This design comes from an exercise in tuning for small area, a short achievable clock period and few clock cycles on the open sky130 flow, not from production work.
The RTL was checked by simulation tests, not by an equivalence proof against the original design.
Power and IR drop assume default switching activity.

==> flow/design.v (excerpt) <==
module m1(
input logic Clock,
input logic StartBit,
input logic Resetn,
input logic [15:0] ReadData,
output logic [15:0] WriteData,
output logic [17:0] SRAM_Address,
output logic Wen,
output logic StopBit
);
localparam logic [17:0] U_BASE   = 18'd38400;
localparam logic [17:0] V_BASE   = 18'd57600;
localparam logic [17:0] RGB_BASE = 18'd146944;
logic        run;
logic [4:0]  p;        
logic [15:0] S;        
logic [7:0]  col;      
logic [17:0] Wa;       
logic        w5, w6;   
logic        wr;       
logic        f0, f1, f157, f158, f159, quirk;    
logic        start;    
assign Wen = ~wr;
always_ff @(posedge Clock or negedge Resetn) begin
	if (~Resetn) begin
		run <= 1'b0;
		start <= 1'b0;
		p <= 5'b00001;
		S <= 16'd0;
		col <= 8'd156;
		Wa <= RGB_BASE;
		w5 <= 1'b0;
		w6 <= 1'b0;
		f0 <= 1'b0;
		f1 <= 1'b0;
		f157 <= 1'b0;
		f158 <= 1'b0;
		f159 <= 1'b0;
		quirk <= 1'b0;
		SRAM_Address <= 18'd0;
		wr <= 1'b0;
		StopBit <= 1'b0;
	end else if (~run) begin
		start <= StartBit;
		if (start && ~StopBit) begin
			run <= 1'b1;
			SRAM_Address <= U_BASE;
		end
	end else begin
		p <= {p[3:0], p[4]};
		wr <= 1'b0;
		if (p[0] | p[2] | p[3]) begin
			SRAM_Address <= Wa;
			if (p[0] ? w6 : w5) begin
				wr <= 1'b1;
				Wa <= Wa + 18'd1;
			end
		end
		if (p[1]) begin
			SRAM_Address <= {2'b00, S - 16'd4};
			if (wr && (&SRAM_Address)) begin
				StopBit <= 1'b1;
				run <= 1'b0;
			end
		end
		if (p[4]) begin
			S <= S + 16'd1;
			col <= f159 ? 8'd0 : col + 8'd1;
			f0 <= f159;
			f1 <= f0;
			f157 <= (col == 8'd156);
			f158 <= f157;
			f159 <= f158;
			quirk <= (S == 16'd5);
  ...
==> flow/config.mk <==
export PLATFORM = sky130hd
export DESIGN_NAME = m1
export DESIGN_NICKNAME = m1
export VERILOG_FILES = /design/flow/design.v
export SDC_FILE = /design/flow/constraint.sdc
export NUM_CORES = 4
export LEC_CHECK = 0
export CAP_MARGIN = 20
export CORE_MARGIN = 2
export CORE_UTILIZATION = 40
export CTS_BUF_LIST = sky130_fd_sc_hd__clkbuf_8
export CTS_CLUSTER_DIAMETER = 60
export CTS_CLUSTER_SIZE = 12
export SLEW_MARGIN = 20
==> flow/constraint.sdc <==
create_clock -name core_clock -period 12.0 [get_ports {Clock}]
set_input_delay 2.4000 -clock core_clock [delete_from_list [all_inputs] [get_ports {Clock}]]
set_output_delay 2.4000 -clock core_clock [all_outputs]
set_load 0.01 [all_outputs]
standard.sh (not shown) runs the stock make flow with config.mk's settings and CLKGATE_MAP_FILE= SYNTH_SCRIPT=/design/flow/synth_recipe.tcl, a recipe that flattens the netlist after the stock synthesis.
==> flow/flow/run.sh <==
#!/bin/bash
# Standard synthesis, then the standard layout with stronger port buffers
# and timing repair aimed below the design's clock period.
set -euo pipefail
bash standard.sh synth > synth.log 2>&1
bash standard.sh "BUFFER_PORTS_ARGS=-buffer_cell sky130_fd_sc_hd__buf_4" "SETUP_SLACK_MARGIN=8.0" finish > layout.log 2>&1
Testbench counts at the start, summed over its fixed seeds: cycles 1,152,174.
Edit:
CTS_BUF_LIST = not set   (was sky130_fd_sc_hd__clkbuf_8)
CTS_CLUSTER_DIAMETER = not set   (was 60)
CTS_CLUSTER_SIZE = not set   (was 12)
The new run completed with no timing, DRC or antenna violations.
Synthesized cell count does not change.
Design area rises by 3.3%.
Power rises by 26%.
Global-route usage rises by 0.22 points.
Count of clock-buffer cells in the layout rises by 18.
Routed wire length rises by 0.81%.
Fmax rises by 0.38%.
Flip-flop and latch count does not change.
Via count rises by about 0.6%.
Core utilization rises by 1.4 points.

---

m1 again, from the RTL that the note above started with.
==> flow/design.v (excerpt) <==
module m1(
input logic Clock,
input logic StartBit,
input logic Resetn,
input logic [15:0] ReadData,
output logic [15:0] WriteData,
output logic [17:0] SRAM_Address,
output logic Wen,
output logic StopBit
);
Settings: LEC_CHECK=0, CAP_MARGIN=20, CORE_MARGIN=2, CORE_UTILIZATION=40, CTS_BUF_LIST=sky130_fd_sc_hd__clkbuf_16, CTS_CLUSTER_DIAMETER=80, CTS_CLUSTER_SIZE=18, SLEW_MARGIN=20; clock period 12.0 ns.
Scripts as last shown in full above: flow/flow/run.sh
Testbench counts at the start, summed over its fixed seeds: cycles 1,152,174.
Change:
Settings changed: CTS_CLUSTER_DIAMETER 80 to 100, CTS_CLUSTER_SIZE 18 to 28.
What happened:
- The changed run ran to the end with no violations
- clock power drops by 8.7%
- worst setup slack improved by 0.015 ns
- total power drops by 3.4%
- cell count stays flat
- sequential power hardly moves
- via count hardly moves

---

== 11-16 ==
m1 again, from the RTL that the note above started with.
Settings: LEC_CHECK=0, CAP_MARGIN=20, CORE_MARGIN=2, CORE_UTILIZATION=65, CTS_BUF_LIST=sky130_fd_sc_hd__clkbuf_16, CTS_CLUSTER_DIAMETER=80, CTS_CLUSTER_SIZE=18, PLACE_DENSITY=0.75, SLEW_MARGIN=20; clock period 12.0 ns.
Scripts as last shown in full above: flow/flow/run.sh
Looking at the reports, 11-16 completed the entire flow and the layout it produced met the timing, design-rule and antenna checks.
Testbench counts of 11-16, summed over its fixed seeds: cycles 1,152,174.
--- input diff 11-16..04-06 ---
# 11-16
export LEC_CHECK = 0
export CAP_MARGIN = 20
export CORE_MARGIN = 2
export CORE_UTILIZATION = 65
export CTS_BUF_LIST = sky130_fd_sc_hd__clkbuf_16
export CTS_CLUSTER_DIAMETER = 80
export CTS_CLUSTER_SIZE = 18
export PLACE_DENSITY = 0.75
export SLEW_MARGIN = 20
create_clock -name core_clock -period 12.0 [get_ports {Clock}]
# 04-06
export LEC_CHECK = 0
export CAP_MARGIN = 20
export CORE_MARGIN = 2
export CORE_UTILIZATION = 40
export SLEW_MARGIN = 20
create_clock -name core_clock -period 12.0 [get_ports {Clock}]
==> flow/run.sh (new file) <==
#!/bin/bash
# synth_recipe.tcl (not shown) runs the flow's synth.tcl, then flattens the netlist and writes it again
# the make line also repeats each setting of config.mk as NAME=value (left out here)
make -C /OpenROAD-flow-scripts/flow DESIGN_CONFIG=/design/flow/config.mk WORK_HOME=/design/flow/orfs CLKGATE_MAP_FILE= SYNTH_SCRIPT=/design/flow/synth_recipe.tcl finish
removed: flow/flow/run.sh
removed: flow/standard.sh
Results
Cell area after placement: 04-06 > 11-16. Type of the setup path with the least slack = reg -> out: 04-06; type of the setup path with the least slack = reg -> reg: 11-16. Higher depth of the worst register-to-register path among 11-16 and 04-06: 11-16. Comparing 11-16 and 04-06, H-tree depth is lower on 11-16. Worst hold slack of 11-16 is on par with 04-06. Looking at area overhead of the layout relative to synthesis across 11-16 and 04-06, the one that comes out lower is 11-16. Maximum fanout along the worst path, 11-16 and 04-06, lower one = 04-06. The lower wire length on met2 of 11-16 and 04-06 is in 04-06. Summary — critical path depth, 04-06 relative to 11-16: lower, by 13. Looking at time the final worst path needs with I/O delays and setup, 04-06 sits 0.16 ns higher than 11-16 does. Between 11-16 and 04-06, the difference in register cell area after layout is negligible.

[what the ideal ports hide]
No port has a modelled driver above. Below, the same layouts with a new extraction and two added sets of constraints.
Step 1, drivers: a clkbuf_16 drives Clock and a buf_2 each remaining input, both assumed.
Step 2 adds t to the input delays and takes it off the output delays; t is the mean of the earliest and latest rising clock arrival at the registers after step 1. Input paths then give back, and output paths get back, about the clock's delay inside the block.
a / b / c = ideal ports / drivers / drivers and shift; a / b = the first two.
| run | t (ns) | setup slack, ns | worst register clock-pin slew, ns | worst data-port slew with drivers (ns) |
|---|---|---|---|---|
| the first run of note 1 | 0.676 | 8.199 / 8.199 / 8.199 | 0.09 / 0.09 | 0.03 |
| the second run of note 1 | 0.646 | 8.213 / 8.213 / 8.213 | 0.07 / 0.07 | 0.03 |
| the first run of note 2 | 0.651 | 8.203 / 8.203 / 8.203 | 0.09 / 0.09 | 0.03 |
| the second run of note 2 | 0.629 | 8.219 / 8.219 / 8.219 | 0.11 / 0.11 | 0.03 |
| 11-16 | 0.629 | 8.172 / 8.172 / 8.172 | 0.08 / 0.08 | 0.04 |
| 04-06 | 0.631 | 8.008 / 7.945 / 8.072 | 0.07 / 0.07 | 0.04 |
After both steps setup and hold are still met in every run listed.
